What follows belongs to an exercise in optimizing a design on an open flow for small area; a production flow would make more cautious choices. The RTL was checked by simulation tests, not by an equivalence proof against the original design. Power and IR drop assume default switching activity.

## flow/design.v (module list and top-level ports; edited modules follow where they fit)
// module sk_top: 3432 lines
module sk_top(ClkPort, Reset, BtnL, BtnR, BtnD, Sw0, Sw1, Sw2, Sw3, Sw4, Sw5, Sw6, Sw7, hSync, vSync, vgaR, vgaB, vgaG, QuadSpiFlashCS);
  // ...
==> flow/flow/run.sh <==
#!/bin/bash
# The standard layout (standard.sh), with these changes:
#  - synthesis: the standard flow's synthesis script, except that ABC maps the logic
#    with an area-oriented script (flow/synth_area.tcl, flow/area.abc);
#    flip-flop mapping, flattening and register names are unchanged
#  - clock tree: clkbuf_8 buffers, sink clusters of up to 16 within 50 um,
#    no dummy loads
#  - port buffers: the smallest buffer cell (every port is still buffered)
# Each tool writes its full log under orfs/logs/ (ORFS's per-step logs);
# make's own output goes to standard.log.
set -euo pipefail
here=$(pwd)
bash standard.sh \
  SYNTH_SCRIPT="$here/flow/synth_area.tcl" \
  CTS_ARGS="-sink_clustering_enable -repair_clock_nets -dont_use_dummy_load -buf_list sky130_fd_sc_hd__clkbuf_4 -sink_clustering_size 12 -sink_clustering_max_diameter 40" \
  BUFFER_PORTS_ARGS="-inputs -outputs -buffer_cell sky130_fd_sc_hd__buf_1" \
  finish > standard.log 2>&1
==> flow/flow/area.abc <==
strash
dch -f
amap
topo
dnsize -c
==> flow/flow/synth_area.tcl <==
# The standard flow's synthesis (synth_recipe.tcl) with one change: ABC maps the logic
# with the area-oriented script area.abc (next to this file) instead of
# ORFS's. Flip-flop mapping, flattening and naming are unchanged.
set area_abc_script [file join [file dirname [file normalize [info script]]] area.abc]
proc synth {args} { yosys synth -nofsm -noshare {*}$args }
proc abc {args} {
  set i [lsearch -exact $args -script]
  if { $i >= 0 } {
    lset args [expr { $i + 1 }] $::area_abc_script
  }
  yosys abc {*}$args
}
source $::env(SCRIPTS_DIR)/synth.tcl
# left out here: clear keep_hierarchy, flatten, clean up, hide names made inside functions, write 1_2_yosys.v
==> flow/standard.sh <==
#!/bin/bash
# synth_recipe.tcl (not shown) runs the flow's synth.tcl, then flattens the netlist and writes it again
# the make line also repeats each setting of config.mk as NAME=value (left out here)
make -C /OpenROAD-flow-scripts/flow DESIGN_CONFIG=/design/flow/config.mk WORK_HOME=/design/flow/orfs CLKGATE_MAP_FILE= SYNTH_SCRIPT=/design/flow/synth_recipe.tcl "${@:-finish}"
==> flow/config.mk <==
export PLATFORM = sky130hd
export DESIGN_NAME = sk_top
export DESIGN_NICKNAME = sk_top
export VERILOG_FILES = /design/flow/design.v
export SDC_FILE = /design/flow/constraint.sdc
export NUM_CORES = 4
export LEC_CHECK = 0
export CAP_MARGIN = 20
export CORE_MARGIN = 2
export CORE_UTILIZATION = 40
export SLEW_MARGIN = 20
==> flow/constraint.sdc <==
create_clock -name core_clock -period 10.0 [get_ports {ClkPort}]
set_input_delay 2.0000 -clock core_clock [delete_from_list [all_inputs] [get_ports {ClkPort}]]
set_output_delay 2.0000 -clock core_clock [all_outputs]
set_load 0.01 [all_outputs]
==> flow_metrics.env, run 1 <==
export IMPL_status="complete, no violations"
export IMPL_wirelength_mm=31.4
export IMPL_nClkBuffers=36
export IMPL_wl_met3_mm=2.26
export IMPL_path_depth=27
export IMPL_max_freq_ghz=0.144
export IMPL_synthSimpleGateAreaFrac_pct=16.0
export IMPL_path_max_fanout=15
export IMPL_clkCellAreaFrac_pct=2.31
export IMPL_power_density_mw_per_mm2=151
export IMPL_hpwlAfterDp_mm=22.8
export IMPL_fin_util_pct=43.6
export IMPL_cp_required_ps=10600
export IMPL_switching_share_pct=32.1
export IMPL_fin_crit_ps=6930
export IMPL_clk_latency_ps=670
export IMPL_yosys_area_share_adder_pct=11.3
export IMPL_top_usage_layer="met2"
export IMPL_start_util_pct=40.6
export IMPL_synth_cells=1218
export IMPL_largest_class="multi-input combinational cells"
export IMPL_grt_pass1_vias=9119
export IMPL_grt_start_max_net_pins=58
export IMPL_cts_tree="done"
export IMPL_crit_end="cr.playerVcol"
export IMPL_drt_iter0_markers=903
export IMPL_io_pins=28
export IMPL_final_cell_mix="nor2_1 (183), clkinv_1 (160), dfxtp_1 (138), ha_1 (97), nand2_1 (75)"
export IMPL_min_path_type="flip-flop to flip-flop"
export IMPL_path_common_cell="clkinv_1"
export IMPL_cp_end_kind="flip-flop"
export IMPL_seqAreaFraction_pct=40.1
export IMPL_final_common_cell="nor2_1"
export IMPL_startpoint="sc.ctr[0]"
export IMPL_grt_pass1_wl_mm=50.0
export IMPL_inv_count=160
export IMPL_ys_ff_latch=202
export IMPL_wl_per_cell_um=19.4
export IMPL_clk_pin_slew_ps=100
export IMPL_fin_area_mm2=0.0117
==> inputs of run 2 (changes only) <==
--- a/flow/flow/run.sh
+++ b/flow/flow/run.sh
@@ -12,6 +12,6 @@
 here=$(pwd)
 bash standard.sh \
   SYNTH_SCRIPT="$here/flow/synth_area.tcl" \
-  CTS_ARGS="-sink_clustering_enable -repair_clock_nets -dont_use_dummy_load -buf_list sky130_fd_sc_hd__clkbuf_4 -sink_clustering_size 12 -sink_clustering_max_diameter 40" \
+  CTS_ARGS="-sink_clustering_enable -repair_clock_nets -dont_use_dummy_load -buf_list sky130_fd_sc_hd__clkbuf_8 -sink_clustering_size 16 -sink_clustering_max_diameter 50" \
   BUFFER_PORTS_ARGS="-inputs -outputs -buffer_cell sky130_fd_sc_hd__buf_1" \
   finish > standard.log 2>&1
==> flow_metrics.env, run 2 <==
export IMPL_skew_ps=52.3
export IMPL_grt_start_max_net_pins=58
export IMPL_synth_most_common_cell="nor2_1"
export IMPL_final_cell_mix="nor2_1 (183), clkinv_1 (160), dfxtp_1 (138), ha_1 (97), nand2_1 (75)"
export IMPL_globalRouteMet1Util_pct=31.0
export IMPL_antenna_found_initial=0
export IMPL_cp_arrival_ps=7410
export IMPL_num_antenna_cells=0
export IMPL_synth_enable_flop_cells=64
export IMPL_yosysSeqAreaShare_pct=43.1
export IMPL_overflow=0
export IMPL_fin_crit_ps=6890
export IMPL_holdWs_ps=343
export IMPL_cp_top_family="compound AO/OA/AOI/OAI gates"
export IMPL_grt_pass1_vias=9012
export IMPL_h_tree_depth=1
export IMPL_wirelength_mm=31.3
export IMPL_post_place_cells=1584
export IMPL_crit_type="flip-flop to flip-flop"
export IMPL_worstReg2RegStart="sc.ctr[0]"
export IMPL_port_buffer_count=20
export IMPL_path_max_fanout=15
export IMPL_finalNonFillerCells=1610
export IMPL_final_common_cell="nor2_1"
export IMPL_ant_nets=0
export IMPL_start_util_pct=40.6
export IMPL_synth_area_mm2=0.0109
export IMPL_n_fill_cell=2639
export IMPL_min_delay_start="cr.row[4]"
export IMPL_synthArstFlopShare_pct=0
export IMPL_nets=1382
export IMPL_track_usage_pct=21.9
export IMPL_synth_top_area_share_pct=25.4
export IMPL_worstMarginPinSlew_ps=891
export IMPL_dr_pass1_iters=8
export IMPL_slowest_delay_ps=710
export IMPL_yosys_top_cells_area="dfxtp_1 (25%), edfxtp_1 (18%), ha_1 (11%), nor2_1 (6.4%), clkinv_1 (5.5%)"
export IMPL_clock_sinks=202
export IMPL_fin_crit_sh_pct=68.9
export IMPL_postSynthAreaPerCell_um2=8.92
export IMPL_rsz0062_at_grt="no"
export IMPL_grtUsageMet3_pct=3.39
export IMPL_drc=0
export IMPL_clk_latency_ps=570
export IMPL_drive_above_1_share_pct=3.07
export IMPL_met2_usage_pct=34.3
export IMPL_cts_root_buf="clkbuf_8"
export IMPL_wl_per_cell_um=19.5
export IMPL_grt_pass1_wl_mm=49.6
export IMPL_fp_dieW_um=169
export IMPL_cp_end_kind="flip-flop"
export IMPL_dieArea_mm2=0.0285
export IMPL_clk_path_buf_depth=3
export IMPL_via_per_inst=5.88
export IMPL_finalHoldViolCount=0
export IMPL_area_growth_pct=8.33
export IMPL_gp_congestion=0.936
export IMPL_fp_row_count=60
export IMPL_finalMaxSlewViolations=0
export IMPL_worst_path_buf_inv=6
export IMPL_ir_worst_vdd_mv=0.0995
export IMPL_io_pins=28
export IMPL_cts_hold_buf=0
export IMPL_numCtsBuffers=26
export IMPL_clk_pin_slew_ps=90
export IMPL_synth_cells=1218
export IMPL_largest_register_ff_count=15
export IMPL_core_mm2=0.0268
export IMPL_cts_tree="done"
export IMPL_ys_warn_count=1
export IMPL_regMostFlops="sc.ctr"
export IMPL_vias=9465
export IMPL_synth_nets=1329
export IMPL_yosysTopAreaCell="dfxtp_1"
export IMPL_hpwlAfterDp_mm=22.8
export IMPL_synth_ff_type="dfxtp_1"
export IMPL_startpoint="sc.ctr[0]"
export IMPL_status="complete, no violations"
export IMPL_postCtsSetupBuffers=0
export IMPL_max_freq_ghz=0.145
export IMPL_min_path_type="flip-flop to flip-flop"
export IMPL_die_y_um=169
export IMPL_ys_ff_latch=202
export IMPL_top_usage_layer="met2"
export IMPL_power_density_mw_per_mm2=156
export IMPL_timing_slew_headroom_pct=39.1
export IMPL_max_cap_violations=0
export IMPL_ys_types=51
export IMPL_drt_iter0_markers=875
export IMPL_cellLeakagePower_nw=4.27
export IMPL_start_kind="flip-flop"
export IMPL_setup_viol=0
export IMPL_cts_resized=0
export IMPL_netlist_top_cells_count="nor2_1 (184), clkinv_1 (160), dfxtp_1 (138), ha_1 (97), nand2_1 (75)"
export IMPL_path_common_cell="clkinv_1"
export IMPL_final_setup_tns_ps=0
export IMPL_slowest_stage="a21oi_1"
export IMPL_cp_required_ps=10520
==> run 2: cell count changes in the layout (fill, tap and decap cells not counted), sizes merged <==
cell,change
clkbuf,-10
diode,-1
==> run 2: where the power goes <==
part / switching, W / internal (W) / leakage (nW) / total (W)
Sequential: 0.0000440 / 0.000919 / 1.72 / 0.000963
Clock: 0.000283 / 0.000229 / 0.187 / 0.000512
Combinational: 0.000243 / 0.000116 / 2.36 / 0.000359
Total: 0.000570 / 0.00126 / 4.27 / 0.00183
==> run 2: kinds of logic after synthesis <==
family                   share of synthesized area [%]
flip-flops                                        43.1
AO/OA/AOI/OAI                                     23.6
buffers and inverters                             5.94
other                                           0.0345
adder cells (fa/ha/maj)                           11.3
AND/OR/NAND/NOR                                   16.0
==> run 2: final timing paths <==
path,slack (ps),cells after the start,endpoint
worst max-delay path,3110,27,cr.playerVcol
worst min register to register,340,0,cr.row[3]
worst max register to register,3110,27,cr.playerVcol
worst min-delay path,340,0,cr.row[3]
==> run 2: layout make-up <==
type,instances,area (um2),share of cell area (%)
clock buffer,26,358,3.04
inverter,160,601,5.10
multi-input combinational,850,5550,47.1
sequential,202,4680,39.8
tap,341,427,3.62
timing repair buffer,31,159,1.35
==> run 2: worst register-to-register path: cells and delay by family, from the launching register on <==
kind            cells  cell delay [ps]
compound gates     10             2670
buf+inv             6             1530
simple gates        8             1520
fa+ha+maj           3              840
flops               1              290
==> run 2: stage by stage <==
stage | utilization [%] | setup slack, ps | power, W | area (um2)
after global placement | 42.6 | 3190 | 0.00133 | 11400
after global routing | 43.9 | 2460 | 0.00193 | 11800
after floorplan | - | 2240 | 0.00121 | 10900
after detailed placement | 42.6 | 3240 | 0.00133 | 11400
after CTS | 43.9 | 3180 | 0.00184 | 11800
final | 43.9 | 3110 | 0.00183 | 11800
==> run 2: routing by layer <==
layer	wire, um	vias to the layer above
met5	0	-
met4	1110	0
met3	2210	85
met2	13700	372
met1	14400	4428
li1	-	4580

[re-timing with driven ports]
No port has a modelled driver above. Below, the same layouts with a new extraction and two added sets of constraints.
Step 1 assumes that a clkbuf_16 drives the clock port and a buf_2 every other input.
Step 2 times the ports against the registers' clock, not the clock port: input delays grow and output delays shrink by t, the midpoint of the rising clock arrivals with the driver on.
Slacks: ideal ports / drivers / drivers and shift; pairs: ideal ports / drivers.
| run | shift t [ns] | slack for setup (ns) | worst hold slack (ns) | worst setup path after step 2 | cell pins on the clock port's net |
|---|---|---|---|---|---|
| run 1 | 0.661 | 3.072 / 3.072 / 3.072 | 0.358 / 0.358 / 0.358 | register to register | 1 |
| run 2 | 0.591 | 3.106 / 3.106 / 3.106 | 0.343 / 0.343 / 0.343 | register to register | 1 |
After both steps setup and hold are still met in every run listed.
